Context: an optimization exercise on an open-source flow, tuned for small area and a short achievable clock period. The choices shown serve that exercise and are no tape-out recipe. No functional check of the RTL was part of any run shown here. Power figures rest on the tool's default switching activity, not on a simulated workload.

===== flow/flow/run.sh =====
#!/bin/bash
# Standard ORFS layout (standard.sh: unchanged synthesis, steps and SDC) with
# a larger setup slack margin for the repair steps.  At the design's 27 ns
# period every path already has slack, so without a margin the repair steps
# do nothing; with MARGIN ns they shorten every path longer than 27 - MARGIN.
set -euo pipefail
MARGIN=17
bash standard.sh SETUP_SLACK_MARGIN=$MARGIN  finish > standard.log 2>&1

===== flow/standard.sh =====
#!/bin/bash
# synth_recipe.tcl (not shown) runs the flow's synth.tcl, then flattens the netlist and writes it again
# the make line also repeats each setting of config.mk as NAME=value (left out here)
make -C /OpenROAD-flow-scripts/flow DESIGN_CONFIG=/design/flow/config.mk WORK_HOME=/design/flow/orfs CLKGATE_MAP_FILE= SYNTH_SCRIPT=/design/flow/synth_recipe.tcl "${@:-finish}"

===== flow/config.mk =====
export PLATFORM = sky130hd
export DESIGN_NAME = alu_top
export DESIGN_NICKNAME = alu_top
export VERILOG_FILES = /design/flow/design.v
export SDC_FILE = /design/flow/constraint.sdc
export NUM_CORES = 4
export LEC_CHECK = 0
export ABC_AREA = 1
export CAP_MARGIN = 20
export CORE_MARGIN = 2
export CORE_UTILIZATION = 55
export SLEW_MARGIN = 20
export SYNTH_HIERARCHICAL = 1

===== flow/constraint.sdc =====
create_clock -name core_clock -period 27.0 [get_ports {clk}]
set_input_delay 5.4000 -clock core_clock [delete_from_list [all_inputs] [get_ports {clk}]]
set_output_delay 5.4000 -clock core_clock [all_outputs]
set_load 0.01 [all_outputs]

===== flow/design.v =====
module sh_pre (input [15:0] a, input [15:0] b, input [3:0] sel, output [5:0] o, output [5:0] q);
  wire div0 = sel == 4'b0011;
  wire mul0 = sel == 4'b0010;
  wire [0:0] x15 = (div0 & a[15]);
  wire e15 = ~div0 & a[15];
  wire [0:0] y15 = (b[0:0] & {1{e15}}) | (~b[0:0] & {1{div0}});
  wire [0:0] p15 = x15 ^ y15;
  wire [1:0] c15;
  wire G15_0 = p15[0] ? div0 : y15[0];
  assign c15[0] = div0;
  assign c15[1] = G15_0;
  wire [1:0] s15 = {c15[1], p15 ^ c15[0:0]};
  wire q15 = ~|b[15:1] & s15[1];
  wire [0:0] o15 = (q15 | mul0) ? s15[0:0] : x15;
  wire [1:0] x14 = {o15, (div0 & a[14])};
  wire e14 = ~div0 & a[14];
  wire [1:0] y14 = (b[1:0] & {2{e14}}) | (~b[1:0] & {2{div0}});
  wire [1:0] p14 = x14 ^ y14;
  wire [2:0] c14;
  wire G14_0 = p14[0] ? div0 : y14[0];
  wire G14_1 = p14[1] ? G14_0 : y14[1];
  assign c14[0] = div0;
  assign c14[1] = G14_0;
  assign c14[2] = G14_1;
  wire [2:0] s14 = {c14[2], p14 ^ c14[1:0]};
  wire q14 = ~|b[15:2] & s14[2];
  wire [1:0] o14 = (q14 | mul0) ? s14[1:0] : x14;
  wire [2:0] x13 = {o14, (div0 & a[13])};
  wire e13 = ~div0 & a[13];
  wire [2:0] y13 = (b[2:0] & {3{e13}}) | (~b[2:0] & {3{div0}});
  wire [2:0] p13 = x13 ^ y13;
  wire [3:0] c13;
  wire G13_0 = p13[0] ? div0 : y13[0];
  wire G13_1 = p13[2] ? y13[1] : y13[2];
  wire P13_1 = p13[2] & p13[1];
  wire G13_2 = P13_1 ? G13_0 : G13_1;
  wire G13_3 = p13[1] ? G13_0 : y13[1];
  assign c13[0] = div0;
  assign c13[1] = G13_0;
  assign c13[2] = G13_3;
  assign c13[3] = G13_2;
  wire [3:0] s13 = {c13[3], p13 ^ c13[2:0]};
  wire q13 = ~|b[15:3] & s13[3];
  wire [2:0] o13 = (q13 | mul0) ? s13[2:0] : x13;
  wire [3:0] x12 = {o13, (div0 & a[12])};
  wire e12 = ~div0 & a[12];
  wire [3:0] y12 = (b[3:0] & {4{e12}}) | (~b[3:0] & {4{div0}});
  wire [3:0] p12 = x12 ^ y12;
  wire [4:0] c12;
  wire G12_0 = p12[0] ? div0 : y12[0];
  wire G12_1 = p12[2] ? y12[1] : y12[2];
  wire P12_1 = p12[2] & p12[1];
  wire G12_2 = P12_1 ? G12_0 : G12_1;
  wire G12_3 = p12[1] ? G12_0 : y12[1];
  wire G12_4 = p12[3] ? G12_2 : y12[3];
  assign c12[0] = div0;
  assign c12[1] = G12_0;
  assign c12[2] = G12_3;
  assign c12[3] = G12_2;
  assign c12[4] = G12_4;
  wire [4:0] s12 = {c12[4], p12 ^ c12[3:0]};
  wire q12 = ~|b[15:4] & s12[4];
  wire [3:0] o12 = (q12 | mul0) ? s12[3:0] : x12;
  wire [4:0] x11 = {o12, (div0 & a[11])};
  wire e11 = ~div0 & a[11];
  wire [4:0] y11 = (b[4:0] & {5{e11}}) | (~b[4:0] & {5{div0}});
  wire [4:0] p11 = x11 ^ y11;
  wire [5:0] c11;
  wire G11_0 = p11[0] ? div0 : y11[0];
  wire G11_1 = p11[2] ? y11[1] : y11[2];
  wire P11_1 = p11[2] & p11[1];
  wire G11_2 = p11[4] ? y11[3] : y11[4];
  wire P11_2 = p11[4] & p11[3];
  wire G11_3 = P11_1 ? G11_0 : G11_1;
  wire G11_4 = P11_2 ? G11_3 : G11_2;
  wire G11_5 = p11[1] ? G11_0 : y11[1];
  wire G11_6 = p11[3] ? G11_3 : y11[3];
  assign c11[0] = div0;
  assign c11[1] = G11_0;
  assign c11[2] = G11_5;
  assign c11[3] = G11_3;
  assign c11[4] = G11_6;
  assign c11[5] = G11_4;
  wire [5:0] s11 = {c11[5], p11 ^ c11[4:0]};
  wire q11 = ~|b[15:5] & s11[5];
  wire [4:0] o11 = (q11 | mul0) ? s11[4:0] : x11;
  wire [5:0] x10 = {o11, (div0 & a[10])};
  wire e10 = ~div0 & a[10];
  wire [5:0] y10 = (b[5:0] & {6{e10}}) | (~b[5:0] & {6{div0}});
  wire [5:0] p10 = x10 ^ y10;
  wire [6:0] c10;
  wire G10_0 = p10[0] ? div0 : y10[0];
  wire G10_1 = p10[2] ? y10[1] : y10[2];
  wire P10_1 = p10[2] & p10[1];
  wire G10_2 = p10[4] ? y10[3] : y10[4];
  wire P10_2 = p10[4] & p10[3];
  wire G10_3 = P10_1 ? G10_0 : G10_1;
  wire G10_4 = P10_2 ? G10_3 : G10_2;
  wire G10_5 = p10[1] ? G10_0 : y10[1];
  wire G10_6 = p10[3] ? G10_3 : y10[3];
  wire G10_7 = p10[5] ? G10_4 : y10[5];
  assign c10[0] = div0;
  assign c10[1] = G10_0;
  assign c10[2] = G10_5;
  assign c10[3] = G10_3;
  assign c10[4] = G10_6;
  assign c10[5] = G10_4;
  assign c10[6] = G10_7;
  wire [6:0] s10 = {c10[6], p10 ^ c10[5:0]};
  wire q10 = ~|b[15:6] & s10[6];
  wire [5:0] o10 = (q10 | mul0) ? s10[5:0] : x10;
  assign o = o10;
  assign q = {q15, q14, q13, q12, q11, q10};
endmodule
module sh_post (input [1:0] a, input [15:0] b, input [13:0] rin, input div, input mul, input [15:0] m, output [15:0] y);
  wire [14:0] x1 = {rin, (div & a[1])};
  wire e1 = ~div & a[1];
  wire [14:0] y1 = (b[14:0] & {15{e1}}) | (~b[14:0] & {15{div}});
  wire [14:0] p1 = x1 ^ y1;
  wire [15:0] c1;
  wire G1_0 = p1[0] ? div : y1[0];
  wire G1_1 = p1[2] ? y1[1] : y1[2];
  wire P1_1 = p1[2] & p1[1];
  wire G1_2 = p1[4] ? y1[3] : y1[4];
  wire P1_2 = p1[4] & p1[3];
  wire G1_3 = p1[6] ? y1[5] : y1[6];
  wire P1_3 = p1[6] & p1[5];
  wire G1_4 = p1[8] ? y1[7] : y1[8];
  wire P1_4 = p1[8] & p1[7];
  wire G1_5 = p1[10] ? y1[9] : y1[10];
  wire P1_5 = p1[10] & p1[9];
  wire G1_6 = p1[12] ? y1[11] : y1[12];
  wire P1_6 = p1[12] & p1[11];
  wire G1_7 = p1[14] ? y1[13] : y1[14];
  wire P1_7 = p1[14] & p1[13];
  wire G1_8 = P1_1 ? G1_0 : G1_1;
  wire G1_9 = P1_3 ? G1_2 : G1_3;
  wire P1_9 = P1_3 & P1_2;
  wire G1_10 = P1_5 ? G1_4 : G1_5;
  wire P1_10 = P1_5 & P1_4;
  wire G1_11 = P1_7 ? G1_6 : G1_7;
  wire P1_11 = P1_7 & P1_6;
  wire G1_12 = P1_9 ? G1_8 : G1_9;
  wire G1_13 = P1_11 ? G1_10 : G1_11;
  wire P1_13 = P1_11 & P1_10;
  wire G1_14 = P1_13 ? G1_12 : G1_13;
  wire G1_15 = P1_10 ? G1_12 : G1_10;
  wire G1_16 = P1_2 ? G1_8 : G1_2;
  wire G1_17 = P1_4 ? G1_12 : G1_4;
  wire G1_18 = P1_6 ? G1_15 : G1_6;
  wire G1_19 = p1[1] ? G1_0 : y1[1];
  wire G1_20 = p1[3] ? G1_8 : y1[3];
  wire G1_21 = p1[5] ? G1_16 : y1[5];
  wire G1_22 = p1[7] ? G1_12 : y1[7];
  wire G1_23 = p1[9] ? G1_17 : y1[9];
  wire G1_24 = p1[11] ? G1_15 : y1[11];
  wire G1_25 = p1[13] ? G1_18 : y1[13];
  assign c1[0] = div;
  assign c1[1] = G1_0;
  assign c1[2] = G1_19;
  assign c1[3] = G1_8;
  assign c1[4] = G1_20;
  assign c1[5] = G1_16;
  assign c1[6] = G1_21;
  assign c1[7] = G1_12;
  assign c1[8] = G1_22;
  assign c1[9] = G1_17;
  assign c1[10] = G1_23;
  assign c1[11] = G1_15;
  assign c1[12] = G1_24;
  assign c1[13] = G1_18;
  assign c1[14] = G1_25;
  assign c1[15] = G1_14;
  wire [15:0] s1 = {c1[15], p1 ^ c1[14:0]};
  wire q1 = ~|b[15:15] & s1[15];
  wire [14:0] o1 = (q1 | mul) ? s1[14:0] : x1;
  wire [15:0] x0 = {o1, (div & a[0])};
  wire e0 = ~div & a[0];
  wire [15:0] y0 = (b[15:0] & {16{e0}}) | (~b[15:0] & {16{div}});
  wire [15:0] p0 = x0 ^ y0;
  wire [16:0] c0;
  wire G0_0 = p0[0] ? div : y0[0];
  wire G0_1 = p0[2] ? y0[1] : y0[2];
  wire P0_1 = p0[2] & p0[1];
  wire G0_2 = p0[4] ? y0[3] : y0[4];
  wire P0_2 = p0[4] & p0[3];
  wire G0_3 = p0[6] ? y0[5] : y0[6];
  wire P0_3 = p0[6] & p0[5];
  wire G0_4 = p0[8] ? y0[7] : y0[8];
  wire P0_4 = p0[8] & p0[7];
  wire G0_5 = p0[10] ? y0[9] : y0[10];
  wire P0_5 = p0[10] & p0[9];
  wire G0_6 = p0[12] ? y0[11] : y0[12];
  wire P0_6 = p0[12] & p0[11];
  wire G0_7 = p0[14] ? y0[13] : y0[14];
  wire P0_7 = p0[14] & p0[13];
  wire G0_8 = P0_1 ? G0_0 : G0_1;
  wire G0_9 = P0_3 ? G0_2 : G0_3;
  wire P0_9 = P0_3 & P0_2;
  wire G0_10 = P0_5 ? G0_4 : G0_5;
  wire P0_10 = P0_5 & P0_4;
  wire G0_11 = P0_7 ? G0_6 : G0_7;
  wire P0_11 = P0_7 & P0_6;
  wire G0_12 = P0_9 ? G0_8 : G0_9;
  wire G0_13 = P0_11 ? G0_10 : G0_11;
  wire P0_13 = P0_11 & P0_10;
  wire G0_14 = P0_13 ? G0_12 : G0_13;
  wire G0_15 = P0_10 ? G0_12 : G0_10;
  wire G0_16 = P0_2 ? G0_8 : G0_2;
  wire G0_17 = P0_4 ? G0_12 : G0_4;
  wire G0_18 = P0_6 ? G0_15 : G0_6;
  wire G0_19 = p0[1] ? G0_0 : y0[1];
  wire G0_20 = p0[3] ? G0_8 : y0[3];
  wire G0_21 = p0[5] ? G0_16 : y0[5];
  wire G0_22 = p0[7] ? G0_12 : y0[7];
  wire G0_23 = p0[9] ? G0_17 : y0[9];
  wire G0_24 = p0[11] ? G0_15 : y0[11];
  wire G0_25 = p0[13] ? G0_18 : y0[13];
  wire G0_26 = p0[15] ? G0_14 : y0[15];
  assign c0[0] = div;
  assign c0[1] = G0_0;
  assign c0[2] = G0_19;
  assign c0[3] = G0_8;
  assign c0[4] = G0_20;
  assign c0[5] = G0_16;
  assign c0[6] = G0_21;
  assign c0[7] = G0_12;
  assign c0[8] = G0_22;
  assign c0[9] = G0_17;
  assign c0[10] = G0_23;
  assign c0[11] = G0_15;
  assign c0[12] = G0_24;
  assign c0[13] = G0_18;
  assign c0[14] = G0_25;
  assign c0[15] = G0_14;
  assign c0[16] = G0_26;
  wire [16:0] s0 = {c0[16], p0 ^ c0[15:0]};
  wire q0 = s0[16];
  assign y = mul ? s0[15:0] : {m[15:2], div ? {q1, q0} : m[1:0]};
endmodule
module alu_top (
    input clk,
    input [16-1:0] a,
    input [16-1:0] b,
    input [3:0] sel,
    output [16-1:0] y,
    output reg carry
);
  wire [5:0] oa, qa;
  sh_pre u_pre (.a(a), .b(b), .sel(sel), .o(oa), .q(qa));
  reg [15:0] s1_a, s1_b;
  reg [3:0] s1_sel;
  reg [5:0] s1_o, s1_q;
  always @(posedge clk) begin
    s1_a <= a;
    s1_b <= b;
    s1_sel <= sel;
    s1_o <= oa;
    s1_q <= qa;
  end
  wire div1 = s1_sel == 4'b0011;
  wire mul1 = s1_sel == 4'b0010;
  wire [6:0] x9 = {s1_o, (div1 & s1_a[9])};
  wire e9 = ~div1 & s1_a[9];
  wire [6:0] y9 = (s1_b[6:0] & {7{e9}}) | (~s1_b[6:0] & {7{div1}});
  wire [6:0] p9 = x9 ^ y9;
  wire [7:0] c9;
  wire G9_0 = p9[0] ? div1 : y9[0];
  wire G9_1 = p9[2] ? y9[1] : y9[2];
  wire P9_1 = p9[2] & p9[1];
  wire G9_2 = p9[4] ? y9[3] : y9[4];
  wire P9_2 = p9[4] & p9[3];
  wire G9_3 = p9[6] ? y9[5] : y9[6];
  wire P9_3 = p9[6] & p9[5];
  wire G9_4 = P9_1 ? G9_0 : G9_1;
  wire G9_5 = P9_3 ? G9_2 : G9_3;
  wire P9_5 = P9_3 & P9_2;
  wire G9_6 = P9_5 ? G9_4 : G9_5;
  wire G9_7 = P9_2 ? G9_4 : G9_2;
  wire G9_8 = p9[1] ? G9_0 : y9[1];
  wire G9_9 = p9[3] ? G9_4 : y9[3];
  wire G9_10 = p9[5] ? G9_7 : y9[5];
  assign c9[0] = div1;
  assign c9[1] = G9_0;
  assign c9[2] = G9_8;
  assign c9[3] = G9_4;
  assign c9[4] = G9_9;
  assign c9[5] = G9_7;
  assign c9[6] = G9_10;
  assign c9[7] = G9_6;
  wire [7:0] s9 = {c9[7], p9 ^ c9[6:0]};
  wire q9 = ~|s1_b[15:7] & s9[7];
  wire [6:0] o9 = (q9 | mul1) ? s9[6:0] : x9;
  wire [7:0] x8 = {o9, (div1 & s1_a[8])};
  wire e8 = ~div1 & s1_a[8];
  wire [7:0] y8 = (s1_b[7:0] & {8{e8}}) | (~s1_b[7:0] & {8{div1}});
  wire [7:0] p8 = x8 ^ y8;
  wire [8:0] c8;
  wire G8_0 = p8[0] ? div1 : y8[0];
  wire G8_1 = p8[2] ? y8[1] : y8[2];
  wire P8_1 = p8[2] & p8[1];
  wire G8_2 = p8[4] ? y8[3] : y8[4];
  wire P8_2 = p8[4] & p8[3];
  wire G8_3 = p8[6] ? y8[5] : y8[6];
  wire P8_3 = p8[6] & p8[5];
  wire G8_4 = P8_1 ? G8_0 : G8_1;
  wire G8_5 = P8_3 ? G8_2 : G8_3;
  wire P8_5 = P8_3 & P8_2;
  wire G8_6 = P8_5 ? G8_4 : G8_5;
  wire G8_7 = P8_2 ? G8_4 : G8_2;
  wire G8_8 = p8[1] ? G8_0 : y8[1];
  wire G8_9 = p8[3] ? G8_4 : y8[3];
  wire G8_10 = p8[5] ? G8_7 : y8[5];
  wire G8_11 = p8[7] ? G8_6 : y8[7];
  assign c8[0] = div1;
  assign c8[1] = G8_0;
  assign c8[2] = G8_8;
  assign c8[3] = G8_4;
  assign c8[4] = G8_9;
  assign c8[5] = G8_7;
  assign c8[6] = G8_10;
  assign c8[7] = G8_6;
  assign c8[8] = G8_11;
  wire [8:0] s8 = {c8[8], p8 ^ c8[7:0]};
  wire q8 = ~|s1_b[15:8] & s8[8];
  wire [7:0] o8 = (q8 | mul1) ? s8[7:0] : x8;
  wire [8:0] x7 = {o8, (div1 & s1_a[7])};
  wire e7 = ~div1 & s1_a[7];
  wire [8:0] y7 = (s1_b[8:0] & {9{e7}}) | (~s1_b[8:0] & {9{div1}});
  wire [8:0] p7 = x7 ^ y7;
  wire [9:0] c7;
  wire G7_0 = p7[0] ? div1 : y7[0];
  wire G7_1 = p7[2] ? y7[1] : y7[2];
  wire P7_1 = p7[2] & p7[1];
  wire G7_2 = p7[4] ? y7[3] : y7[4];
  wire P7_2 = p7[4] & p7[3];
  wire G7_3 = p7[6] ? y7[5] : y7[6];
  wire P7_3 = p7[6] & p7[5];
  wire G7_4 = p7[8] ? y7[7] : y7[8];
  wire P7_4 = p7[8] & p7[7];
  wire G7_5 = P7_1 ? G7_0 : G7_1;
  wire G7_6 = P7_3 ? G7_2 : G7_3;
  wire P7_6 = P7_3 & P7_2;
  wire G7_7 = P7_6 ? G7_5 : G7_6;
  wire G7_8 = P7_2 ? G7_5 : G7_2;
  wire G7_9 = P7_4 ? G7_7 : G7_4;
  wire G7_10 = p7[1] ? G7_0 : y7[1];
  wire G7_11 = p7[3] ? G7_5 : y7[3];
  wire G7_12 = p7[5] ? G7_8 : y7[5];
  wire G7_13 = p7[7] ? G7_7 : y7[7];
  assign c7[0] = div1;
  assign c7[1] = G7_0;
  assign c7[2] = G7_10;
  assign c7[3] = G7_5;
  assign c7[4] = G7_11;
  assign c7[5] = G7_8;
  assign c7[6] = G7_12;
  assign c7[7] = G7_7;
  assign c7[8] = G7_13;
  assign c7[9] = G7_9;
  wire [9:0] s7 = {c7[9], p7 ^ c7[8:0]};
  wire q7 = ~|s1_b[15:9] & s7[9];
  wire [8:0] o7 = (q7 | mul1) ? s7[8:0] : x7;
  wire [9:0] x6 = {o7, (div1 & s1_a[6])};
  wire e6 = ~div1 & s1_a[6];
  wire [9:0] y6 = (s1_b[9:0] & {10{e6}}) | (~s1_b[9:0] & {10{div1}});
  wire [9:0] p6 = x6 ^ y6;
  wire [10:0] c6;
  wire G6_0 = p6[0] ? div1 : y6[0];
  wire G6_1 = p6[2] ? y6[1] : y6[2];
  wire P6_1 = p6[2] & p6[1];
  wire G6_2 = p6[4] ? y6[3] : y6[4];
  wire P6_2 = p6[4] & p6[3];
  wire G6_3 = p6[6] ? y6[5] : y6[6];
  wire P6_3 = p6[6] & p6[5];
  wire G6_4 = p6[8] ? y6[7] : y6[8];
  wire P6_4 = p6[8] & p6[7];
  wire G6_5 = P6_1 ? G6_0 : G6_1;
  wire G6_6 = P6_3 ? G6_2 : G6_3;
  wire P6_6 = P6_3 & P6_2;
  wire G6_7 = P6_6 ? G6_5 : G6_6;
  wire G6_8 = P6_2 ? G6_5 : G6_2;
  wire G6_9 = P6_4 ? G6_7 : G6_4;
  wire G6_10 = p6[1] ? G6_0 : y6[1];
  wire G6_11 = p6[3] ? G6_5 : y6[3];
  wire G6_12 = p6[5] ? G6_8 : y6[5];
  wire G6_13 = p6[7] ? G6_7 : y6[7];
  wire G6_14 = p6[9] ? G6_9 : y6[9];
  assign c6[0] = div1;
  assign c6[1] = G6_0;
  assign c6[2] = G6_10;
  assign c6[3] = G6_5;
  assign c6[4] = G6_11;
  assign c6[5] = G6_8;
  assign c6[6] = G6_12;
  assign c6[7] = G6_7;
  assign c6[8] = G6_13;
  assign c6[9] = G6_9;
  assign c6[10] = G6_14;
  wire [10:0] s6 = {c6[10], p6 ^ c6[9:0]};
  wire q6 = ~|s1_b[15:10] & s6[10];
  wire [9:0] o6 = (q6 | mul1) ? s6[9:0] : x6;
  wire [10:0] x5 = {o6, (div1 & s1_a[5])};
  wire e5 = ~div1 & s1_a[5];
  wire [10:0] y5 = (s1_b[10:0] & {11{e5}}) | (~s1_b[10:0] & {11{div1}});
  wire [10:0] p5 = x5 ^ y5;
  wire [11:0] c5;
  wire G5_0 = p5[0] ? div1 : y5[0];
  wire G5_1 = p5[2] ? y5[1] : y5[2];
  wire P5_1 = p5[2] & p5[1];
  wire G5_2 = p5[4] ? y5[3] : y5[4];
  wire P5_2 = p5[4] & p5[3];
  wire G5_3 = p5[6] ? y5[5] : y5[6];
  wire P5_3 = p5[6] & p5[5];
  wire G5_4 = p5[8] ? y5[7] : y5[8];
  wire P5_4 = p5[8] & p5[7];
  wire G5_5 = p5[10] ? y5[9] : y5[10];
  wire P5_5 = p5[10] & p5[9];
  wire G5_6 = P5_1 ? G5_0 : G5_1;
  wire G5_7 = P5_3 ? G5_2 : G5_3;
  wire P5_7 = P5_3 & P5_2;
  wire G5_8 = P5_5 ? G5_4 : G5_5;
  wire P5_8 = P5_5 & P5_4;
  wire G5_9 = P5_7 ? G5_6 : G5_7;
  wire G5_10 = P5_8 ? G5_9 : G5_8;
  wire G5_11 = P5_2 ? G5_6 : G5_2;
  wire G5_12 = P5_4 ? G5_9 : G5_4;
  wire G5_13 = p5[1] ? G5_0 : y5[1];
  wire G5_14 = p5[3] ? G5_6 : y5[3];
  wire G5_15 = p5[5] ? G5_11 : y5[5];
  wire G5_16 = p5[7] ? G5_9 : y5[7];
  wire G5_17 = p5[9] ? G5_12 : y5[9];
  assign c5[0] = div1;
  assign c5[1] = G5_0;
  assign c5[2] = G5_13;
  assign c5[3] = G5_6;
  assign c5[4] = G5_14;
  assign c5[5] = G5_11;
  assign c5[6] = G5_15;
  assign c5[7] = G5_9;
  assign c5[8] = G5_16;
  assign c5[9] = G5_12;
  assign c5[10] = G5_17;
  assign c5[11] = G5_10;
  wire [11:0] s5 = {c5[11], p5 ^ c5[10:0]};
  wire q5 = ~|s1_b[15:11] & s5[11];
  wire [10:0] o5 = (q5 | mul1) ? s5[10:0] : x5;
  wire [11:0] x4 = {o5, (div1 & s1_a[4])};
  wire e4 = ~div1 & s1_a[4];
  wire [11:0] y4 = (s1_b[11:0] & {12{e4}}) | (~s1_b[11:0] & {12{div1}});
  wire [11:0] p4 = x4 ^ y4;
  wire [12:0] c4;
  wire G4_0 = p4[0] ? div1 : y4[0];
  wire G4_1 = p4[2] ? y4[1] : y4[2];
  wire P4_1 = p4[2] & p4[1];
  wire G4_2 = p4[4] ? y4[3] : y4[4];
  wire P4_2 = p4[4] & p4[3];
  wire G4_3 = p4[6] ? y4[5] : y4[6];
  wire P4_3 = p4[6] & p4[5];
  wire G4_4 = p4[8] ? y4[7] : y4[8];
  wire P4_4 = p4[8] & p4[7];
  wire G4_5 = p4[10] ? y4[9] : y4[10];
  wire P4_5 = p4[10] & p4[9];
  wire G4_6 = P4_1 ? G4_0 : G4_1;
  wire G4_7 = P4_3 ? G4_2 : G4_3;
  wire P4_7 = P4_3 & P4_2;
  wire G4_8 = P4_5 ? G4_4 : G4_5;
  wire P4_8 = P4_5 & P4_4;
  wire G4_9 = P4_7 ? G4_6 : G4_7;
  wire G4_10 = P4_8 ? G4_9 : G4_8;
  wire G4_11 = P4_2 ? G4_6 : G4_2;
  wire G4_12 = P4_4 ? G4_9 : G4_4;
  wire G4_13 = p4[1] ? G4_0 : y4[1];
  wire G4_14 = p4[3] ? G4_6 : y4[3];
  wire G4_15 = p4[5] ? G4_11 : y4[5];
  wire G4_16 = p4[7] ? G4_9 : y4[7];
  wire G4_17 = p4[9] ? G4_12 : y4[9];
  wire G4_18 = p4[11] ? G4_10 : y4[11];
  assign c4[0] = div1;
  assign c4[1] = G4_0;
  assign c4[2] = G4_13;
  assign c4[3] = G4_6;
  assign c4[4] = G4_14;
  assign c4[5] = G4_11;
  assign c4[6] = G4_15;
  assign c4[7] = G4_9;
  assign c4[8] = G4_16;
  assign c4[9] = G4_12;
  assign c4[10] = G4_17;
  assign c4[11] = G4_10;
  assign c4[12] = G4_18;
  wire [12:0] s4 = {c4[12], p4 ^ c4[11:0]};
  wire q4 = ~|s1_b[15:12] & s4[12];
  wire [11:0] o4 = (q4 | mul1) ? s4[11:0] : x4;
  wire [12:0] x3 = {o4, (div1 & s1_a[3])};
  wire e3 = ~div1 & s1_a[3];
  wire [12:0] y3 = (s1_b[12:0] & {13{e3}}) | (~s1_b[12:0] & {13{div1}});
  wire [12:0] p3 = x3 ^ y3;
  wire [13:0] c3;
  wire G3_0 = p3[0] ? div1 : y3[0];
  wire G3_1 = p3[2] ? y3[1] : y3[2];
  wire P3_1 = p3[2] & p3[1];
  wire G3_2 = p3[4] ? y3[3] : y3[4];
  wire P3_2 = p3[4] & p3[3];
  wire G3_3 = p3[6] ? y3[5] : y3[6];
  wire P3_3 = p3[6] & p3[5];
  wire G3_4 = p3[8] ? y3[7] : y3[8];
  wire P3_4 = p3[8] & p3[7];
  wire G3_5 = p3[10] ? y3[9] : y3[10];
  wire P3_5 = p3[10] & p3[9];
  wire G3_6 = p3[12] ? y3[11] : y3[12];
  wire P3_6 = p3[12] & p3[11];
  wire G3_7 = P3_1 ? G3_0 : G3_1;
  wire G3_8 = P3_3 ? G3_2 : G3_3;
  wire P3_8 = P3_3 & P3_2;
  wire G3_9 = P3_5 ? G3_4 : G3_5;
  wire P3_9 = P3_5 & P3_4;
  wire G3_10 = P3_8 ? G3_7 : G3_8;
  wire G3_11 = P3_9 ? G3_10 : G3_9;
  wire G3_12 = P3_2 ? G3_7 : G3_2;
  wire G3_13 = P3_4 ? G3_10 : G3_4;
  wire G3_14 = P3_6 ? G3_11 : G3_6;
  wire G3_15 = p3[1] ? G3_0 : y3[1];
  wire G3_16 = p3[3] ? G3_7 : y3[3];
  wire G3_17 = p3[5] ? G3_12 : y3[5];
  wire G3_18 = p3[7] ? G3_10 : y3[7];
  wire G3_19 = p3[9] ? G3_13 : y3[9];
  wire G3_20 = p3[11] ? G3_11 : y3[11];
  assign c3[0] = div1;
  assign c3[1] = G3_0;
  assign c3[2] = G3_15;
  assign c3[3] = G3_7;
  assign c3[4] = G3_16;
  assign c3[5] = G3_12;
  assign c3[6] = G3_17;
  assign c3[7] = G3_10;
  assign c3[8] = G3_18;
  assign c3[9] = G3_13;
  assign c3[10] = G3_19;
  assign c3[11] = G3_11;
  assign c3[12] = G3_20;
  assign c3[13] = G3_14;
  wire [13:0] s3 = {c3[13], p3 ^ c3[12:0]};
  wire q3 = ~|s1_b[15:13] & s3[13];
  wire [12:0] o3 = (q3 | mul1) ? s3[12:0] : x3;
  wire [13:0] x2 = {o3, (div1 & s1_a[2])};
  wire e2 = ~div1 & s1_a[2];
  wire [13:0] y2 = (s1_b[13:0] & {14{e2}}) | (~s1_b[13:0] & {14{div1}});
  wire [13:0] p2 = x2 ^ y2;
  wire [14:0] c2;
  wire G2_0 = p2[0] ? div1 : y2[0];
  wire G2_1 = p2[2] ? y2[1] : y2[2];
  wire P2_1 = p2[2] & p2[1];
  wire G2_2 = p2[4] ? y2[3] : y2[4];
  wire P2_2 = p2[4] & p2[3];
  wire G2_3 = p2[6] ? y2[5] : y2[6];
  wire P2_3 = p2[6] & p2[5];
  wire G2_4 = p2[8] ? y2[7] : y2[8];
  wire P2_4 = p2[8] & p2[7];
  wire G2_5 = p2[10] ? y2[9] : y2[10];
  wire P2_5 = p2[10] & p2[9];
  wire G2_6 = p2[12] ? y2[11] : y2[12];
  wire P2_6 = p2[12] & p2[11];
  wire G2_7 = P2_1 ? G2_0 : G2_1;
  wire G2_8 = P2_3 ? G2_2 : G2_3;
  wire P2_8 = P2_3 & P2_2;
  wire G2_9 = P2_5 ? G2_4 : G2_5;
  wire P2_9 = P2_5 & P2_4;
  wire G2_10 = P2_8 ? G2_7 : G2_8;
  wire G2_11 = P2_9 ? G2_10 : G2_9;
  wire G2_12 = P2_2 ? G2_7 : G2_2;
  wire G2_13 = P2_4 ? G2_10 : G2_4;
  wire G2_14 = P2_6 ? G2_11 : G2_6;
  wire G2_15 = p2[1] ? G2_0 : y2[1];
  wire G2_16 = p2[3] ? G2_7 : y2[3];
  wire G2_17 = p2[5] ? G2_12 : y2[5];
  wire G2_18 = p2[7] ? G2_10 : y2[7];
  wire G2_19 = p2[9] ? G2_13 : y2[9];
  wire G2_20 = p2[11] ? G2_11 : y2[11];
  wire G2_21 = p2[13] ? G2_14 : y2[13];
  assign c2[0] = div1;
  assign c2[1] = G2_0;
  assign c2[2] = G2_15;
  assign c2[3] = G2_7;
  assign c2[4] = G2_16;
  assign c2[5] = G2_12;
  assign c2[6] = G2_17;
  assign c2[7] = G2_10;
  assign c2[8] = G2_18;
  assign c2[9] = G2_13;
  assign c2[10] = G2_19;
  assign c2[11] = G2_11;
  assign c2[12] = G2_20;
  assign c2[13] = G2_14;
  assign c2[14] = G2_21;
  wire [14:0] s2 = {c2[14], p2 ^ c2[13:0]};
  wire q2 = ~|s1_b[15:14] & s2[14];
  wire [13:0] o2 = (q2 | mul1) ? s2[13:0] : x2;
  wire [15:2] qm = {s1_q, q9, q8, q7, q6, q5, q4, q3, q2};
  wire co;
  reg [15:0] res;
  wire [16:0] sc, dc; wire [16:0] sum; wire [15:0] dif;
  wire [15:0] bg = s1_a & s1_b, bp = s1_a ^ s1_b;
  assign sc[0] = 1'b0; assign dc[0] = 1'b1;
  genvar k;
  generate for (k = 0; k < 16; k = k + 1) begin : rip
    assign sum[k] = bp[k] ^ sc[k];
    assign sc[k+1] = bg[k] | (sc[k] & bp[k]);
    assign dif[k] = ~bp[k] ^ dc[k];
    assign dc[k+1] = (s1_a[k] & ~s1_b[k]) | (dc[k] & ~bp[k]);
  end endgenerate
  assign sum[16] = sc[16];
  assign co = sum[16];
  wire s_add = (s1_sel == 4'b0000) | (s1_sel[3:1] == 3'b111);
  wire s_sub = s1_sel == 4'b0001;
  wire s_shl = s1_sel == 4'b0100;
  wire s_shr = s1_sel == 4'b0101;
  wire s_rl = s1_sel == 4'b0110;
  wire s_rr = s1_sel == 4'b0111;
  wire s_lg = s1_sel[3] & ~(s1_sel[2] & s1_sel[1]);
  wire l_g = s_lg & ((s1_sel[2:0] == 3'b000) | (s1_sel[2:0] == 3'b001) | (s1_sel[2:0] == 3'b011) | (s1_sel[2:0] == 3'b100));
  wire l_p = s_lg & ((s1_sel[2:0] == 3'b001) | (s1_sel[2:0] == 3'b010) | (s1_sel[2:0] == 3'b011) | (s1_sel[2:0] == 3'b101));
  wire l_n = s_lg & ((s1_sel[2:0] == 3'b011) | (s1_sel[2:0] == 3'b100) | (s1_sel[2:0] == 3'b101));
  wire [15:0] lo = {16{l_n}} ^ (({16{l_g}} & bg) | ({16{l_p}} & bp));
  wire [15:0] sh = ({16{s_shl}} & {s1_a[14:0], 1'b0}) | ({16{s_shr}} & {1'b0, s1_a[15:1]})
                 | ({16{s_rl}} & {8'b0, s1_a[6:0], s1_a[7]}) | ({16{s_rr}} & {8'b0, s1_a[0], s1_a[7:1]});
  always @* res = ({16{s_add}} & sum[15:0]) | ({16{s_sub}} & dif) | sh | lo;
  reg [15:0] s2_m;         
  reg [13:0] s2_o;
  reg [1:0] s2_a;
  reg [15:0] s2_b;
  reg s2_div, s2_mul;
  always @(posedge clk) begin
    s2_m <= div1 ? {qm, res[1:0]} : res;
    s2_o <= o2;
    s2_a <= s1_a[1:0];
    s2_b <= s1_b;
    s2_div <= div1;
    s2_mul <= mul1;
    carry <= co;
  end
  sh_post u_post (.a(s2_a), .b(s2_b), .rin(s2_o), .div(s2_div), .mul(s2_mul), .m(s2_m), .y(y));
endmodule

==> results of run 1 <==
[worst register-to-register path, delay by kind of cell, from the launching register on]
family | cells | cell delay (ns)
flops | 1 | 0.35
simple gates | 84 | 8.31
buf+inv | 6 | 0.68
compound gates | 5 | 1.04
[per-module statistics from Yosys (local to each module, per instance)]
module   cells inside  copies in the design  area (um^2)  flops+latches
sh_post           459                     1         2160              0
alu_top          1627                     1         9980             99
sh_pre            361                     1         1860              0
[path summary, 6_finish.rpt]
kind | start | end | slack [ns] | cells past startpoint
hold / removal | s1_a[0] | s2_a[0] | 0.42 | 0
setup / recovery | s1_sel[3] | s2_o[7] | 16.54 | 95
hold reg to reg | s1_a[0] | s2_a[0] | 0.42 | 0
setup reg to reg | s1_sel[3] | s2_o[7] | 16.54 | 95
[repair_timing]
| action | CTS | global route |
|---|---|---|
| resized for setup | 196 | 414 |
| hold buffers | 0 | 0 |
| pin swaps | 84 | 161 |
| cloned | 22 | 5 |
| setup buffers | 81 | 75 |
| hold endpoints to repair | 0 | 0 |
| endpoints found under the setup margin | 34 | 24 |
[stage by stage]
| step | std cells | setup WS (ns) | hold WS (ns) | utilization | power [mW] |
|---|---|---|---|---|---|
| finish | 2975 | 16.54 | 0.424 | 0.747 | 0.840 |
| global route | 2974 | 15.92 | 0.428 | 0.746 | 0.897 |
| CTS | 2894 | 17.00 | 0.426 | 0.658 | 0.762 |
| detailed placement | 2776 | 15.12 | 0.416 | 0.582 | 0.577 |
| global placement | 2776 | 15.40 | 0.408 | 0.582 | 0.574 |
| floorplan | 2447 | 17.78 | 0.350 | - | 0.482 |
[layout make-up]
| cell class | count | area, um^2 |
|---|---|---|
| antenna | 1 | 2.50 |
| clock buffer | 10 | 239 |
| clock inverter | 5 | 85.1 |
| fill | 2023 | 6360 |
| inverter | 386 | 1540 |
| multi-input combinational | 1916 | 12500 |
| sequential | 99 | 2000 |
| tap | 330 | 413 |
| timing repair buffer | 225 | 1960 |
| timing repair inverter | 3 | 26.3 |
[report_power, final]
part / switching [mW] / internal (mW)
clock: 0.0588 / 0.0841
sequential: 0.0165 / 0.162
combinational: 0.327 / 0.192
[logic make-up (layout without fill, tap and decap cells)]
logic type,count (synthesis),count (layout),synth area share
multiplexers,2,2,0.00143
flip-flops,99,99,0.142
AND/OR/NAND/NOR,1457,1481,0.478
adder cells (fa/ha/maj),61,61,0.0706
buffers and inverters,456,629,0.136
XOR/XNOR,80,80,0.0501
AO/OA/AOI/OAI,292,292,0.122
other,0,1,0
[sequential cells by signal (all words and copies together), names as in the netlist]
| name | flops |
|---|---|
| s1_sel | 4 |
| s2_b | 16 |
| s2_div | 1 |
| s2_m | 16 |
| s1_q | 6 |
| s1_o | 6 |
| s2_mul | 1 |
| s1_b | 16 |
| carry | 1 |
| s2_o | 14 |
| s1_a | 16 |
| s2_a | 2 |
[layout by cell type (no fill, tap or decap), types with 28 or more instances in the layout]
cell / n
sky130_fd_sc_hd__a21oi_1: 103
sky130_fd_sc_hd__buf_4: 153
sky130_fd_sc_hd__clkdlybuf4s50_1: 30
sky130_fd_sc_hd__dfxtp_1: 90
sky130_fd_sc_hd__fa_1: 30
sky130_fd_sc_hd__ha_1: 31
sky130_fd_sc_hd__inv_1: 316
sky130_fd_sc_hd__inv_2: 52
sky130_fd_sc_hd__nand2_1: 609
sky130_fd_sc_hd__nand2_2: 224
sky130_fd_sc_hd__nand2_4: 81
sky130_fd_sc_hd__nand2_8: 38
sky130_fd_sc_hd__nand3_1: 198
sky130_fd_sc_hd__nand3_2: 70
sky130_fd_sc_hd__nand3b_1: 37
sky130_fd_sc_hd__nor2_1: 114
sky130_fd_sc_hd__nor2_2: 28
sky130_fd_sc_hd__o21ai_0: 61
sky130_fd_sc_hd__xor2_1: 59
[layer usage]
metal | vias to the layer above | part of all wire
met4 | 0 | 0.046
met1 | 7703 | 0.41
li1 | 8131 | -
met5 | - | 0
met2 | 752 | 0.47
met3 | 184 | 0.076
==> flow_summary.yaml, run 1 <==
outcome:
  status: "finished clean"
floorplan:
  io-pin-count: 54
  core.rowCount: 58
  effective_utilization_at_floorplan: 0.557
  fp.dieArea_um2: 26700
  chipWidth_um: 164
  fp.coreArea_um2: 25100
  die_height_um: 164
place:
  routabilityCongestion: 0.945
  placed_cell_area_um2: 14600
  port_buffers: 53
  place_hpwl_um: 33600
grt:
  grtUsageMet2: 0.593
  groute.layer.met1.usage: 0.461
  grt_usage: 0.353
  grt_max_degree: 83
  grt_remaining_overflow: 0
  grt_busiest_layer: "met2"
  antenna_found_initial: 4
  grt_first_pass_wirelength_um: 74400
  grt_use_met3: 0.0475
  vias_in_the_first_global_route: 14800
clock_tree:
  clock_latency_reported_for_the_late_side_of_the_worst_skew_pair_ns: 0.36
  numClockSinks: 99
  clockRootBuffer: "sky130_fd_sc_hd__clkbuf_16"
  clkSlewWorstSetupHoldPaths_ns: 0.07
  cts-buffers-inserted: 9
  cts_max_level: 3
  clockBufferDepth: 2
  cts_tree: "yes"
worst_hold_path:
  worstHoldPathType: "reg2reg"
setup_path:
  class_of_the_most_critical_setup_path: "reg2reg"
  path_max_fanout: 8
  worst_path_most_repeated_cell: "sky130_fd_sc_hd__nand2_2"
  worstPathBufferInverterCount: 6
  slowest_stage: "sky130_fd_sc_hd__dfxtp_4"
  cp_data_arrival_time_ns: 10.70
  worstSetupEndpointType: "flip-flop"
  critical-path-top-delay-family: "simple AND/OR/NAND/NOR gates"
  timing.critical_path.from_type: "flip-flop"
  cpPeakStageDelay_ns: 0.35
  required_ns: 27.25
timing:
  final-hold-violation-count: 0
  fin_skew_ns: 0.0128
  fin_crit_ns: 10.46
  final.period_utilization: 0.387
  setup_total_negative_slack_ns: 0
  rsz0062_at_grt: "true"
  worst_slew_pin_slew_ns: 1.19
  final_setup_violation_count: 0
  slew_headroom: 0.207
  timing.final.max_slew_violations: 0
  fmax_mhz: 95.6
route:
  drt_pass1_iterations: 5
  wirelength_um: 51000
  remaining_design_rule_violation_count: 0
  detailroute.via_count: 16800
  routed_via_density: 5.64
  drt.antenna.violating_nets: 0
  average_routed_wire_per_standard_cell_um: 17.1
  drt_iter0_markers: 1570
finish:
  layout-area-overhead-vs-synth_pct: 33.9
  drive_gt1_frac: 0.305
  final_stage_net_count: 2738
  finish.instance_area_um2: 18700
synthesis:
  synth_async_sr_flop_share: 0
  most_frequently_used_cell_type_in_the_post_synthesis_netlist: "sky130_fd_sc_hd__nand2_1"
  syn_nets: 2545
  netlist_area_um2: 14000
  synth_top_flop_cell: "sky130_fd_sc_hd__dfxtp_1"
  fraction_of_synthesized_cell_area_taken_by_the_top_area_cell_type: 0.217
  synth.largest_area_cell: "sky130_fd_sc_hd__nand2_1"
  synth.top_cells.by_area: "sky130_fd_sc_hd__nand2_1 22%, sky130_fd_sc_hd__dfxtp_1 14%, sky130_fd_sc_hd__nand3_1 9.6%"
  syn-instance-count: 2447
  synth.yosys.seq_area_share: 0.142
  syn-mean-instance-area_um2: 5.72
  synthDistinctLibCells: 59
  synth_common_cells: "809 x sky130_fd_sc_hd__nand2_1, 339 x sky130_fd_sc_hd__inv_1, 268 x sky130_fd_sc_hd__nand3_1, 145 x sky130_fd_sc_hd__nor2_1, 113 x sky130_fd_sc_hd__a21oi_1"
  synth_enable_flop_cells: 0
  synth.ff_latch_count: 99
  yosys_warning_total: 7
job:
  cap_viol_max_count: 0
power:
  power.ir.vdd_worst_v: 0.0000327
  power.density_nw_per_um2: 44.8
  p_leak_nw: 9.77
==> run 2: changes to the inputs <==
--- a/flow/design.v
+++ b/flow/design.v
@@ -3,6 +3,5 @@
   wire mul0 = sel == 4'b0010;
   wire [0:0] x15 = (div0 & a[15]);
-  wire e15 = ~div0 & a[15];
-  wire [0:0] y15 = (b[0:0] & {1{e15}}) | (~b[0:0] & {1{div0}});
+  wire [0:0] y15 = b[0:0] ^ {1{div0}};
   wire [0:0] p15 = x15 ^ y15;
   wire [1:0] c15;
@@ -12,8 +11,8 @@
   wire [1:0] s15 = {c15[1], p15 ^ c15[0:0]};
   wire q15 = ~|b[15:1] & s15[1];
-  wire [0:0] o15 = (q15 | mul0) ? s15[0:0] : x15;
+  wire k15 = div0 ? q15 : a[15];
+  wire [0:0] o15 = k15 ? s15[0:0] : x15;
   wire [1:0] x14 = {o15, (div0 & a[14])};
-  wire e14 = ~div0 & a[14];
-  wire [1:0] y14 = (b[1:0] & {2{e14}}) | (~b[1:0] & {2{div0}});
+  wire [1:0] y14 = b[1:0] ^ {2{div0}};
   wire [1:0] p14 = x14 ^ y14;
   wire [2:0] c14;
@@ -25,8 +24,8 @@
   wire [2:0] s14 = {c14[2], p14 ^ c14[1:0]};
   wire q14 = ~|b[15:2] & s14[2];
-  wire [1:0] o14 = (q14 | mul0) ? s14[1:0] : x14;
+  wire k14 = div0 ? q14 : a[14];
+  wire [1:0] o14 = k14 ? s14[1:0] : x14;
   wire [2:0] x13 = {o14, (div0 & a[13])};
-  wire e13 = ~div0 & a[13];
-  wire [2:0] y13 = (b[2:0] & {3{e13}}) | (~b[2:0] & {3{div0}});
+  wire [2:0] y13 = b[2:0] ^ {3{div0}};
   wire [2:0] p13 = x13 ^ y13;
   wire [3:0] c13;
@@ -42,8 +41,8 @@
   wire [3:0] s13 = {c13[3], p13 ^ c13[2:0]};
   wire q13 = ~|b[15:3] & s13[3];
-  wire [2:0] o13 = (q13 | mul0) ? s13[2:0] : x13;
+  wire k13 = div0 ? q13 : a[13];
+  wire [2:0] o13 = k13 ? s13[2:0] : x13;
   wire [3:0] x12 = {o13, (div0 & a[12])};
-  wire e12 = ~div0 & a[12];
-  wire [3:0] y12 = (b[3:0] & {4{e12}}) | (~b[3:0] & {4{div0}});
+  wire [3:0] y12 = b[3:0] ^ {4{div0}};
   wire [3:0] p12 = x12 ^ y12;
   wire [4:0] c12;
@@ -61,8 +60,8 @@
   wire [4:0] s12 = {c12[4], p12 ^ c12[3:0]};
   wire q12 = ~|b[15:4] & s12[4];
-  wire [3:0] o12 = (q12 | mul0) ? s12[3:0] : x12;
+  wire k12 = div0 ? q12 : a[12];
+  wire [3:0] o12 = k12 ? s12[3:0] : x12;
   wire [4:0] x11 = {o12, (div0 & a[11])};
-  wire e11 = ~div0 & a[11];
-  wire [4:0] y11 = (b[4:0] & {5{e11}}) | (~b[4:0] & {5{div0}});
+  wire [4:0] y11 = b[4:0] ^ {5{div0}};
   wire [4:0] p11 = x11 ^ y11;
   wire [5:0] c11;
@@ -84,8 +83,8 @@
   wire [5:0] s11 = {c11[5], p11 ^ c11[4:0]};
   wire q11 = ~|b[15:5] & s11[5];
-  wire [4:0] o11 = (q11 | mul0) ? s11[4:0] : x11;
+  wire k11 = div0 ? q11 : a[11];
+  wire [4:0] o11 = k11 ? s11[4:0] : x11;
   wire [5:0] x10 = {o11, (div0 & a[10])};
-  wire e10 = ~div0 & a[10];
-  wire [5:0] y10 = (b[5:0] & {6{e10}}) | (~b[5:0] & {6{div0}});
+  wire [5:0] y10 = b[5:0] ^ {6{div0}};
   wire [5:0] p10 = x10 ^ y10;
   wire [6:0] c10;
@@ -109,5 +108,6 @@
   wire [6:0] s10 = {c10[6], p10 ^ c10[5:0]};
   wire q10 = ~|b[15:6] & s10[6];
-  wire [5:0] o10 = (q10 | mul0) ? s10[5:0] : x10;
+  wire k10 = div0 ? q10 : a[10];
+  wire [5:0] o10 = k10 ? s10[5:0] : x10;
   assign o = o10;
   assign q = {q15, q14, q13, q12, q11, q10};
@@ -115,6 +115,5 @@
 module sh_post (input [1:0] a, input [15:0] b, input [13:0] rin, input div, input mul, input [15:0] m, output [15:0] y);
   wire [14:0] x1 = {rin, (div & a[1])};
-  wire e1 = ~div & a[1];
-  wire [14:0] y1 = (b[14:0] & {15{e1}}) | (~b[14:0] & {15{div}});
+  wire [14:0] y1 = b[14:0] ^ {15{div}};
   wire [14:0] p1 = x1 ^ y1;
   wire [15:0] c1;
@@ -174,8 +173,8 @@
   wire [15:0] s1 = {c1[15], p1 ^ c1[14:0]};
   wire q1 = ~|b[15:15] & s1[15];
-  wire [14:0] o1 = (q1 | mul) ? s1[14:0] : x1;
+  wire k1 = div ? q1 : a[1];
+  wire [14:0] o1 = k1 ? s1[14:0] : x1;
   wire [15:0] x0 = {o1, (div & a[0])};
-  wire e0 = ~div & a[0];
-  wire [15:0] y0 = (b[15:0] & {16{e0}}) | (~b[15:0] & {16{div}});
+  wire [15:0] y0 = b[15:0] ^ {16{div}};
   wire [15:0] p0 = x0 ^ y0;
   wire [16:0] c0;
@@ -237,5 +236,7 @@
   wire [16:0] s0 = {c0[16], p0 ^ c0[15:0]};
   wire q0 = s0[16];
-  assign y = mul ? s0[15:0] : {m[15:2], div ? {q1, q0} : m[1:0]};
+  wire k0 = div ? q0 : a[0];
+  wire [15:0] o0 = k0 ? s0[15:0] : x0;
+  assign y = mul ? o0 : {m[15:2], div ? {q1, q0} : m[1:0]};
 endmodule
 module alu_top (
@@ -262,6 +263,5 @@
   wire mul1 = s1_sel == 4'b0010;
   wire [6:0] x9 = {s1_o, (div1 & s1_a[9])};
-  wire e9 = ~div1 & s1_a[9];
-  wire [6:0] y9 = (s1_b[6:0] & {7{e9}}) | (~s1_b[6:0] & {7{div1}});
+  wire [6:0] y9 = s1_b[6:0] ^ {7{div1}};
   wire [6:0] p9 = x9 ^ y9;
   wire [7:0] c9;
@@ -291,8 +291,8 @@
   wire [7:0] s9 = {c9[7], p9 ^ c9[6:0]};
   wire q9 = ~|s1_b[15:7] & s9[7];
-  wire [6:0] o9 = (q9 | mul1) ? s9[6:0] : x9;
+  wire k9 = div1 ? q9 : s1_a[9];
+  wire [6:0] o9 = k9 ? s9[6:0] : x9;
   wire [7:0] x8 = {o9, (div1 & s1_a[8])};
-  wire e8 = ~div1 & s1_a[8];
-  wire [7:0] y8 = (s1_b[7:0] & {8{e8}}) | (~s1_b[7:0] & {8{div1}});
+  wire [7:0] y8 = s1_b[7:0] ^ {8{div1}};
   wire [7:0] p8 = x8 ^ y8;
   wire [8:0] c8;
@@ -324,8 +324,8 @@
   wire [8:0] s8 = {c8[8], p8 ^ c8[7:0]};
   wire q8 = ~|s1_b[15:8] & s8[8];
-  wire [7:0] o8 = (q8 | mul1) ? s8[7:0] : x8;
+  wire k8 = div1 ? q8 : s1_a[8];
+  wire [7:0] o8 = k8 ? s8[7:0] : x8;
   wire [8:0] x7 = {o8, (div1 & s1_a[7])};
-  wire e7 = ~div1 & s1_a[7];
-  wire [8:0] y7 = (s1_b[8:0] & {9{e7}}) | (~s1_b[8:0] & {9{div1}});
+  wire [8:0] y7 = s1_b[8:0] ^ {9{div1}};
   wire [8:0] p7 = x7 ^ y7;
   wire [9:0] c7;
@@ -361,8 +361,8 @@
   wire [9:0] s7 = {c7[9], p7 ^ c7[8:0]};
   wire q7 = ~|s1_b[15:9] & s7[9];
-  wire [8:0] o7 = (q7 | mul1) ? s7[8:0] : x7;
+  wire k7 = div1 ? q7 : s1_a[7];
+  wire [8:0] o7 = k7 ? s7[8:0] : x7;
   wire [9:0] x6 = {o7, (div1 & s1_a[6])};
-  wire e6 = ~div1 & s1_a[6];
-  wire [9:0] y6 = (s1_b[9:0] & {10{e6}}) | (~s1_b[9:0] & {10{div1}});
+  wire [9:0] y6 = s1_b[9:0] ^ {10{div1}};
   wire [9:0] p6 = x6 ^ y6;
   wire [10:0] c6;
@@ -400,8 +400,8 @@
   wire [10:0] s6 = {c6[10], p6 ^ c6[9:0]};
   wire q6 = ~|s1_b[15:10] & s6[10];
-  wire [9:0] o6 = (q6 | mul1) ? s6[9:0] : x6;
+  wire k6 = div1 ? q6 : s1_a[6];
+  wire [9:0] o6 = k6 ? s6[9:0] : x6;
   wire [10:0] x5 = {o6, (div1 & s1_a[5])};
-  wire e5 = ~div1 & s1_a[5];
-  wire [10:0] y5 = (s1_b[10:0] & {11{e5}}) | (~s1_b[10:0] & {11{div1}});
+  wire [10:0] y5 = s1_b[10:0] ^ {11{div1}};
   wire [10:0] p5 = x5 ^ y5;
   wire [11:0] c5;
@@ -445,8 +445,8 @@
   wire [11:0] s5 = {c5[11], p5 ^ c5[10:0]};
   wire q5 = ~|s1_b[15:11] & s5[11];
-  wire [10:0] o5 = (q5 | mul1) ? s5[10:0] : x5;
+  wire k5 = div1 ? q5 : s1_a[5];
+  wire [10:0] o5 = k5 ? s5[10:0] : x5;
   wire [11:0] x4 = {o5, (div1 & s1_a[4])};
-  wire e4 = ~div1 & s1_a[4];
-  wire [11:0] y4 = (s1_b[11:0] & {12{e4}}) | (~s1_b[11:0] & {12{div1}});
+  wire [11:0] y4 = s1_b[11:0] ^ {12{div1}};
   wire [11:0] p4 = x4 ^ y4;
   wire [12:0] c4;
@@ -492,8 +492,8 @@
   wire [12:0] s4 = {c4[12], p4 ^ c4[11:0]};
   wire q4 = ~|s1_b[15:12] & s4[12];
-  wire [11:0] o4 = (q4 | mul1) ? s4[11:0] : x4;
+  wire k4 = div1 ? q4 : s1_a[4];
+  wire [11:0] o4 = k4 ? s4[11:0] : x4;
   wire [12:0] x3 = {o4, (div1 & s1_a[3])};
-  wire e3 = ~div1 & s1_a[3];
-  wire [12:0] y3 = (s1_b[12:0] & {13{e3}}) | (~s1_b[12:0] & {13{div1}});
+  wire [12:0] y3 = s1_b[12:0] ^ {13{div1}};
   wire [12:0] p3 = x3 ^ y3;
   wire [13:0] c3;
@@ -543,8 +543,8 @@
   wire [13:0] s3 = {c3[13], p3 ^ c3[12:0]};
   wire q3 = ~|s1_b[15:13] & s3[13];
-  wire [12:0] o3 = (q3 | mul1) ? s3[12:0] : x3;
+  wire k3 = div1 ? q3 : s1_a[3];
+  wire [12:0] o3 = k3 ? s3[12:0] : x3;
   wire [13:0] x2 = {o3, (div1 & s1_a[2])};
-  wire e2 = ~div1 & s1_a[2];
-  wire [13:0] y2 = (s1_b[13:0] & {14{e2}}) | (~s1_b[13:0] & {14{div1}});
+  wire [13:0] y2 = s1_b[13:0] ^ {14{div1}};
   wire [13:0] p2 = x2 ^ y2;
   wire [14:0] c2;
@@ -596,5 +596,6 @@
   wire [14:0] s2 = {c2[14], p2 ^ c2[13:0]};
   wire q2 = ~|s1_b[15:14] & s2[14];
-  wire [13:0] o2 = (q2 | mul1) ? s2[13:0] : x2;
+  wire k2 = div1 ? q2 : s1_a[2];
+  wire [13:0] o2 = k2 ? s2[13:0] : x2;
   wire [15:2] qm = {s1_q, q9, q8, q7, q6, q5, q4, q3, q2};
   wire co;
--- a/flow/flow/run.sh
+++ b/flow/flow/run.sh
@@ -5,4 +5,4 @@
 # do nothing; with MARGIN ns they shorten every path longer than 27 - MARGIN.
 set -euo pipefail
-MARGIN=17
+MARGIN=16.5
 bash standard.sh SETUP_SLACK_MARGIN=$MARGIN  finish > standard.log 2>&1
==> flow_summary.yaml, run 2 <==
outcome:
  status: "finished clean"
grt:
  grt_usage: 0.331
  grt_max_degree: 29
  vias_in_the_first_global_route: 13700
  grt_first_pass_wirelength_um: 70300
  antenna_found_initial: 0
  grt_remaining_overflow: 0
synthesis:
  synth.largest_area_cell: "sky130_fd_sc_hd__nand2_1"
  netlist_area_um2: 14100
  synthDistinctLibCells: 66
  synth.top_cells.by_area: "sky130_fd_sc_hd__nand2_1 21%, sky130_fd_sc_hd__dfxtp_1 14%, sky130_fd_sc_hd__nand3_1 12%"
  synth_top_flop_cell: "sky130_fd_sc_hd__dfxtp_1"
  syn_nets: 2453
  syn-mean-instance-area_um2: 5.97
  most_frequently_used_cell_type_in_the_post_synthesis_netlist: "sky130_fd_sc_hd__nand2_1"
  synth_common_cells: "795 x sky130_fd_sc_hd__nand2_1, 339 x sky130_fd_sc_hd__nand3_1, 299 x sky130_fd_sc_hd__inv_1, 160 x sky130_fd_sc_hd__nand2_2, 104 x sky130_fd_sc_hd__nor2_1"
  synth.ff_latch_count: 99
  synth_async_sr_flop_share: 0
  synth.yosys.seq_area_share: 0.141
  yosys_warning_total: 7
  syn-instance-count: 2356
  fraction_of_synthesized_cell_area_taken_by_the_top_area_cell_type: 0.212
  synth_enable_flop_cells: 0
floorplan:
  fp.dieArea_um2: 26900
  fp.coreArea_um2: 25100
  core.rowCount: 58
  io-pin-count: 54
  effective_utilization_at_floorplan: 0.560
  die_height_um: 164
  chipWidth_um: 164
route:
  dr.max_layer_used: "met4"
  wirelength_met1_um: 20400
  drt_iter0_markers: 1473
  wirelength_um: 49100
  average_routed_wire_per_standard_cell_um: 17.2
  routed-wl-met3_um: 3860
  detailroute.via_count: 16100
  drt.antenna.violating_nets: 0
  met2_wirelength_um: 23300
  routed_via_density: 5.66
  drt_pass1_iterations: 6
  remaining_design_rule_violation_count: 0
setup_path:
  path_max_fanout: 8
  cpPeakStageDelay_ns: 0.39
  required_ns: 27.25
  worstSetupEndpointType: "flip-flop"
  slowest_stage: "sky130_fd_sc_hd__dfxtp_4"
  worst_path_most_repeated_cell: "sky130_fd_sc_hd__nand2_2"
  timing.critical_path.from_type: "flip-flop"
  cp_data_arrival_time_ns: 10.58
  class_of_the_most_critical_setup_path: "reg2reg"
clock_tree:
  clockBufferDepth: 2
  clkSlewWorstSetupHoldPaths_ns: 0.08
  clock_latency_reported_for_the_late_side_of_the_worst_skew_pair_ns: 0.36
  clockRootBuffer: "sky130_fd_sc_hd__clkbuf_16"
  hold_buffers: 0
  cts_tree: "yes"
  cts_max_level: 3
  numClockSinks: 99
  cts-buffers-inserted: 9
timing:
  rsz0062_at_grt: "true"
  final_setup_violation_count: 0
  setup_total_negative_slack_ns: 0
  fin_skew_ns: 0.0115
  final-hold-violation-count: 0
  timing.final.max_slew_violations: 0
  fmax_mhz: 96.8
  fin_crit_ns: 10.33
  slew_headroom: 0.0958
  worst_slew_pin_slew_ns: 1.35
  final.period_utilization: 0.383
worst_hold_path:
  worstHoldPathType: "reg2reg"
place:
  place_hpwl_um: 34300
  port_buffers: 53
  routabilityCongestion: 0.918
finish:
  final_stage_net_count: 2608
  drive_gt1_frac: 0.304
  layout.cells.most_common: "sky130_fd_sc_hd__nand2_1"
  layout.cells.most_common_list: "668 x sky130_fd_sc_hd__nand2_1, 271 x sky130_fd_sc_hd__inv_1, 257 x sky130_fd_sc_hd__nand3_1"
  layout-area-overhead-vs-synth_pct: 27.9
  n_antenna_cell: 0
power:
  p_leak_nw: 9.25
  power.ir.vdd_worst_v: 0.0000434
  power.density_nw_per_um2: 59.3
  fin_total_pwr_mw: 1.07
job:
  cap_viol_max_count: 0
[run 2: cell count changes in the layout (fill, tap and decap cells not counted), moves of 23 or more]
cell and delta:
sky130_fd_sc_hd__a21oi_1 -77, sky130_fd_sc_hd__buf_4 -53, sky130_fd_sc_hd__clkdlybuf4s50_1 +23, sky130_fd_sc_hd__inv_1 -45, sky130_fd_sc_hd__nand2_1 +59, sky130_fd_sc_hd__nand3_1 +59, sky130_fd_sc_hd__nand3_2 +27, sky130_fd_sc_hd__nor2_1 -27
sky130_fd_sc_hd__o21ai_0 -33
[run 2: metrics by stage]
stage | instance area, um^2 | instances | worst slack [ns] | hold WS [ns] | utilization
floorplan | 14100 | 2356 | 17.98 | 0.355 | -
global placement | 14500 | 2692 | 15.31 | 0.397 | 0.579
detailed placement | 14500 | 2692 | 14.87 | 0.390 | 0.579
CTS | 15500 | 2752 | 16.50 | 0.413 | 0.618
global route | 18000 | 2846 | 16.09 | 0.418 | 0.716
finish | 18000 | 2846 | 16.67 | 0.409 | 0.716
[run 2: path summary, 6_finish.rpt]
path	from	endpoint	slack, ns	cells past startpoint
max	s1_sel[3]	s2_o[8]	16.67	92
min	s1_b[15]	s2_b[15]	0.41	0
max reg2reg	s1_sel[3]	s2_o[8]	16.67	92
min reg2reg	s1_b[15]	s2_b[15]	0.41	0
[run 2: area by class of cell]
type | count | area, um^2
Sequential cell | 99 | 2010
Clock inverter | 7 | 77.6
Clock buffer | 9 | 225
Tap cell | 330 | 413
Multi-Input combinational cell | 1892 | 12300
Timing Repair inverter | 1 | 8.76
Timing Repair Buffer | 179 | 1630
Inverter | 329 | 1300
Fill cell | 2163 | 7130
[run 2: what timing repair did]
action | in CTS | in global routing
gates cloned | 7 | 11
gates resized for setup | 68 | 425
pin swaps | 15 | 157
endpoints found under the setup margin | 24 | 31
setup buffers | 37 | 82
[run 2: power by group]
part | internal [mW] | switching (mW) | leakage (nW)
Combinational | 0.272 | 0.474 | 8.27
Sequential | 0.165 | 0.0220 | 0.834
Clock | 0.0661 | 0.0651 | 0.146
[run 2: cells by family (layout without fill, tap and decap cells)]
family                     Yosys count  in the layout  synth area share
DFF                                 99             99             0.141
adders and majority gates           60             60            0.0689
and+or+nand+nor                   1562           1578             0.534
buffers and inverters              381            525             0.124
AOI/OAI and AO/OA                  172            172            0.0806
xor gates and xnor gates            82             82            0.0511
[run 2: per-module statistics from Yosys, one instance, submodules excluded]
module | area, um^2 | copies in the design | flip-flops and latches
alu_top | 9890 | 1 | 99
sh_pre | 1610 | 1 | 0
sh_post | 2560 | 1 | 0
[run 2: metal layers]
| metal | global-route usage | vias up |
|---|---|---|
| li1 | - | 7823 |
| met1 | 0.453 | 7442 |
| met2 | 0.547 | 708 |
| met3 | 0.0503 | 142 |
| met4 | 0.0805 | 0 |
| met5 | 0 | - |
[run 2: critical path: cells and delay by family, from the launching register on]
kind	cells	cell delay (ns)
flip-flops	1	0.39
AO/OA/AOI/OAI	4	0.83
AND/OR/NAND/NOR	76	7.59
buffers and inverters	12	1.38

## static timing again, ports no longer ideal
The results above use ideal ports. As a check the final layouts listed here were re-extracted and re-timed, cells and wires unchanged. Step 1 assumes that a clkbuf_16 drives the clock port and a buf_2 every other input. Step 2 times the ports against the registers' clock, not the clock port: input delays grow and output delays shrink by t, the midpoint of the rising clock arrivals with the driver on. Three values: no drivers, after step 1, after step 2; two values: the first two.
run | t, ns | setup slack, ns | slew at the worst register clock pin (ns) | worst data-port slew with drivers (ns)
run 1 | 0.404 | 16.543 / 16.543 / 16.543 | 0.07 / 0.07 | 0.05
run 2 | 0.400 | 16.668 / 16.668 / 16.668 | 0.08 / 0.08 | 0.03
After both steps every run listed still meets setup and hold.
